What follows belongs to an exercise in optimizing a design on an open flow for small area, a short achievable clock period and few clock cycles per item; a production flow would make more cautious choices. Function was checked by simulation only, so behaviour that the tests miss may differ from the original.

==> flow/design.v, too long to show whole: its modules and the start of the top module <==
// module INV: 1639 lines
module INV #(
    parameter DATA_W    = 32,
    parameter INT_BITS  = 8,
    parameter FRAC_BITS = 24,
    parameter N_ITER    = 3
)(
    input  wire                 clk,
    input  wire                 rstn,
    input  wire                 start,
    input  wire [DATA_W-1:0]    dd,      
    output wire [DATA_W-1:0]    q,       
    output reg                  done
);
  // ...
==> flow/run.sh <==
#!/bin/bash
# synth_recipe.tcl (not shown) runs the flow's synth.tcl, then flattens the netlist and writes it again
# the make line also repeats each setting of config.mk as NAME=value (left out here)
make -C /OpenROAD-flow-scripts/flow DESIGN_CONFIG=/design/flow/config.mk WORK_HOME=/design/flow/orfs CLKGATE_MAP_FILE= SYNTH_SCRIPT=/design/flow/synth_recipe.tcl finish
==> flow/config.mk <==
export PLATFORM = sky130hd
export DESIGN_NAME = INV
export DESIGN_NICKNAME = INV
export VERILOG_FILES = /design/flow/design.v
export SDC_FILE = /design/flow/constraint.sdc
export NUM_CORES = 4
export LEC_CHECK = 0
export ABC_AREA = 1
export CAP_MARGIN = 20
export CORE_MARGIN = 2
export CORE_UTILIZATION = 40
export SLEW_MARGIN = 20
==> flow/constraint.sdc <==
create_clock -name core_clock -period 12.0 [get_ports {clk}]
set_input_delay 2.4000 -clock core_clock [delete_from_list [all_inputs] [get_ports {clk}]]
set_output_delay 2.4000 -clock core_clock [all_outputs]
set_load 0.01 [all_outputs]
==> summary.txt, run 1 <==
Most common cell on crit path nand2_1; CTS Buf Count 9; pin count of the biggest net entering global routing 36; max_cap viols 0; Yosys cell types 44; Buffers & Inverters on Critical Path 6; share of the synthesized area in the top cell type 29.1%; WP data arrival 9.29 ns; tapcells inserted 969; Finished Layout Cells 4601; HPWL Detailed 89300 um; drt initial violations 3259; final hold vios 0; Worst Setup EP t[26]; Post-Syn Nets 4306; global-route met2 utilization 51.2%; FFs & Latches 101; grt peak-use layer met2; synthesized cell area 0.0298 mm2; # setup viols final 0; status finished clean; worst clock skew 0.00920 ns; mux cell area share after synthesis 0.639%; Initial Util 40.2%; post-synthesis sequential area ratio 10.1%; Hold Path Class reg2reg; multi-input gates 2684; CP max stage cell dfrtp_4; Final nets 4214; Setup crit start ph[0]; fraction of area in multi-input gates 73.4%; share of cells above drive strength 1 4.93%; worst hold slack 0.547 ns; fillers 7484; most frequent cells in the layout inv_1, xor2_1, o22ai_1, fa_1, nand2_1; Post-Synth Adder-Cell Area 34.1%
Testbench counts, summed over its fixed seeds: cycles 9,600, items 1,600.
==> run 2: changes to the inputs <==
--- a/flow/design.v
+++ b/flow/design.v
@@ -10,19 +10,18 @@
     input  wire [DATA_W-1:0]    dd,      
     output wire [DATA_W-1:0]    q,       
     output reg                  done
 );
     localparam [31:0] TWO = 32'h0200_0000;
     reg [2:0]  ph;      
     reg [32:0] nd;      
     reg [31:0] x;       
-    reg [31:0] t;       
-    wire        tstep = ph[0];                  
-    wire [32:0] ma    = tstep ? nd : {t[31], t};
+    reg [32:0] ma;      
+    reg        tstep;   
     wire m1 = 1'b0 ^ x[0];
     wire m2 = (x[1] & ~x[0] & ~1'b0) | (~x[1] & x[0] & 1'b0);
     wire m3 = x[1];
     wire m4 = ((m1 & ma[0]) | (m2 & 1'b0)) ^ m3;
     wire m5 = ((m1 & ma[1]) | (m2 & ma[0])) ^ m3;
     wire m6 = ((m1 & ma[2]) | (m2 & ma[1])) ^ m3;
     wire m7 = ((m1 & ma[3]) | (m2 & ma[2])) ^ m3;
     wire m8 = ((m1 & ma[4]) | (m2 & ma[3])) ^ m3;
@@ -1625,15 +1624,17 @@
                 3'd4: begin ph <= 3'd5; done <= 1'b1; end
                 3'd5: if (!start) begin ph <= 3'd0; done <= 1'b0; end
                 default: ph <= ph + 3'd1;
             endcase
         end
     end
     always @(posedge clk) begin
         case (ph)
-            3'd0: begin nd <= -{dd[31], dd}; x <= TWO - dd; end
-            3'd1, 3'd3: t <= r;
-            3'd2, 3'd4: x <= r;
+            3'd0: begin nd <= -{dd[31], dd}; x <= TWO - dd;
+                        ma <= -{dd[31], dd}; tstep <= 1'b1; end
+            3'd1, 3'd3: begin ma <= {r[31], r}; tstep <= 1'b0; end
+            3'd2: begin x <= r; ma <= nd; tstep <= 1'b1; end
+            3'd4: x <= r;
             default: ;
         endcase
     end
 endmodule
--- a/flow/config.mk
+++ b/flow/config.mk
@@ -4,9 +4,10 @@
 export VERILOG_FILES = /design/flow/design.v
 export SDC_FILE = /design/flow/constraint.sdc
 export NUM_CORES = 4
 export LEC_CHECK = 0
 export ABC_AREA = 1
 export CAP_MARGIN = 20
 export CORE_MARGIN = 2
 export CORE_UTILIZATION = 40
+export SETUP_SLACK_MARGIN = 5
 export SLEW_MARGIN = 20
==> run 2 against run 1 <==
Final cell count up 3.1%; global-route usage up 0.59 points; die area up 0.20%; area after synthesis up 0.20%; largest cell class unchanged; highest routed layer unchanged.
==> summary.txt, run 2 <==
status finished clean; critical path class reg2reg; Post-Syn Nets 4325 (+0.44%); area grow syn2layout 16.5%; WP data arrival 7.26 ns (-2.03 ns); H-tree levels 3; GRT Total Usage 33.2%; share of cells above drive strength 1 13.0% (+8.1 points); Avg Cell Area, Syn 7.98 um2; Vias/cell 6.06; RSZ-0062 raised after global routing yes; CP Launch Type flip-flop; worst clock skew 0.0148 ns (+0.00561 ns); clock buffer depth 2; WL/cell 28.3 um; Rel. slew slack 32.0%; chip height 277 um; slowest stage delay, CP 0.67 ns; Post-synth EDFFs 99; post-synth top area cell fa_1; crit path time final 7.13 ns; Most common cell on crit path nand2_1; Core Area 0.0741 mm2; Clock Latency Late Sink 0.38 ns; RD Place Congestion 0.976; CP max stage cell xor2_1; HPWL Detailed 90100 um (+0.81%); DRT Pass-1 Iters 7; top flop regs ma x33, nd x33, x x32; Initial Util 40.3% (+0.081 points); WL final 134000 um; Hold Path Class reg2reg; CP max FO 12; antenna violations before repair 1; synthesized cell area 0.0298 mm2 (+0.20%); GRT overflow 0; setup_tns 0 ns; Num Clock Sinks 103; most frequent cell after synthesis inv_1; most frequent cells in the layout inv_1, xor2_1, o22ai_1, fa_1, nand2_1; FFs w/ async S/R, synth 3.88%; most common cell after layout, fill and taps aside inv_1; PortBufs 67; post-synthesis sequential area ratio 10.3% (+0.18 points); pin count of the biggest net entering global routing 40 (+11%); most frequent cells after synthesis inv_1, xor2_1, o22ai_1; Final nets 4355 (+3.3%); CTS Buf Count 9 (unchanged); share of the synthesized area in the top cell type 29.1% (-0.059 points); drt initial violations 3481 (+6.8%); Tightest Pin Transition 1.02 ns; post-synthesis register bit count 103; DR vias 28732; Primary FF master, synth edfxtp_1; Synth area leaders fa_1, xor2_1, o22ai_1; vias in the first global route 28124; final hold vios 0 (unchanged); final core occ 46.9%; die area 0.0768 mm2; Worst-path clk slew 0.09 ns; post-route ant nets 0; I/O pins 68; Remaining DRCs 0; Pins Over Slew Limit 0; TritonCTS clock tree built; max_cap viols 0 (unchanged); period utilization 59.4%; global-route wire length before repair 188000 um; Yosys cell types 51 (+16%); highest achievable clock rate 140 MHz; Mapped Cells 3738; Die X-Extent 277 um; # setup viols final 0 (unchanged); CTS root buf clkbuf_16; crit end category flip-flop; YS warnings 1; ANT cells 0; Rows 100; Req. time, crit path 12.13 ns
[run 2: per-layer routing]
layer  GRT usage (%)  routed length (um)  up-vias
li1                -                   -    12136
met1            42.3               49400    13915
met2            53.4               59200     2140
met3            7.89               16300      539
met4            15.1                9090        2
met5               0                  43        -
[run 2: timing repair]
action	in CTS	in global routing
endpoints found under the setup margin	65	65
hold endpoints to repair	0	0
pin swaps	22	75
hold buffers	0	0
gates resized for setup	222	191
gates cloned	7	20
buffers inserted	24	83
[run 2: logic make-up (layout without fill, tap and decap cells)]
logic type / after synthesis / in the layout / synth area share (%)
AOI/OAI and AO/OA: 750 / 750 / 15.1
xor gates and xnor gates: 546 / 546 / 16.1
adders and majority gates: 552 / 552 / 34.1
buffers and inverters: 948 / 981 / 12.3
DFF: 103 / 103 / 10.3
and+or+nand+nor: 839 / 841 / 12.1
[run 2: final timing paths]
kind	startpoint	to	slack [ns]	cells after the start
hold / removal	nd[21]	ma[21]	0.54	2
min in group asynchronous	rstn	ph[0]	2.21	1
setup reg to reg	x[7]	ma[24]	4.87	28
max in group asynchronous	rstn	done	9.64	1
hold reg to reg	nd[21]	ma[21]	0.54	2
setup / recovery	x[7]	ma[24]	4.87	28
[run 2: worst max-delay path: cells and delay by family (launching register included)]
kind,cells,cell delay (ns)
AO/OA/AOI/OAI,2,0.24
adder cells (fa/ha/maj),7,3.20
buffers and inverters,7,0.86
XOR/XNOR,1,0.67
AND/OR/NAND/NOR,11,1.49
flip-flops,1,0.41
[run 2: final cells by class]
type                       instances  area [um2]
fill                            7305       39300
multi-input combinational       2689       24100
timing repair buffer             294        3390
sequential                       103        3070
inverter                         671        2610
tap                              969        1210
clock buffer                       9         225
clock inverter                     7        86.3
[run 2: through the flow]
stage	instances	hold slack, ns	setup slack (ns)	cell area, um2
final	4742	0.537	4.87	34700
after global routing	4742	0.560	4.79	34700
after CTS	4639	0.542	4.95	32900
after detailed placement	4592	0.523	3.42	31300
after global placement	4592	0.521	3.46	31300
after floorplan	3738	0.492	5.58	29800
Testbench counts of run 2, summed over its fixed seeds: cycles 9,600, items 1,600.

## afterwards: timing with drivers on the ports
No port has a modelled driver above. Below, the same layouts with a new extraction and two added sets of constraints.
Step 1 (the two cells are an assumption about what drives the block):
set clk [get_ports {clk}]
set_driving_cell -lib_cell sky130_fd_sc_hd__clkbuf_16 $clk
set_driving_cell -lib_cell sky130_fd_sc_hd__buf_2 [delete_from_list [all_inputs] $clk]
Step 2, shift: input delay + t, output delay - t, t = (earliest + latest rising clock arrival at the registers) / 2. This alone moves slack from input paths to output paths.
a / b / c = ideal / step 1 / step 2; a / b = the first two.
run	shift t [ns]	slack for setup (ns)	hold slack, ns
run 1	0.411	2.831 / 2.831 / 2.831	0.547 / 0.547 / 0.547
run 2	0.422	4.866 / 4.866 / 4.866	0.537 / 0.537 / 0.537
After both steps setup and hold are still met in every run listed.
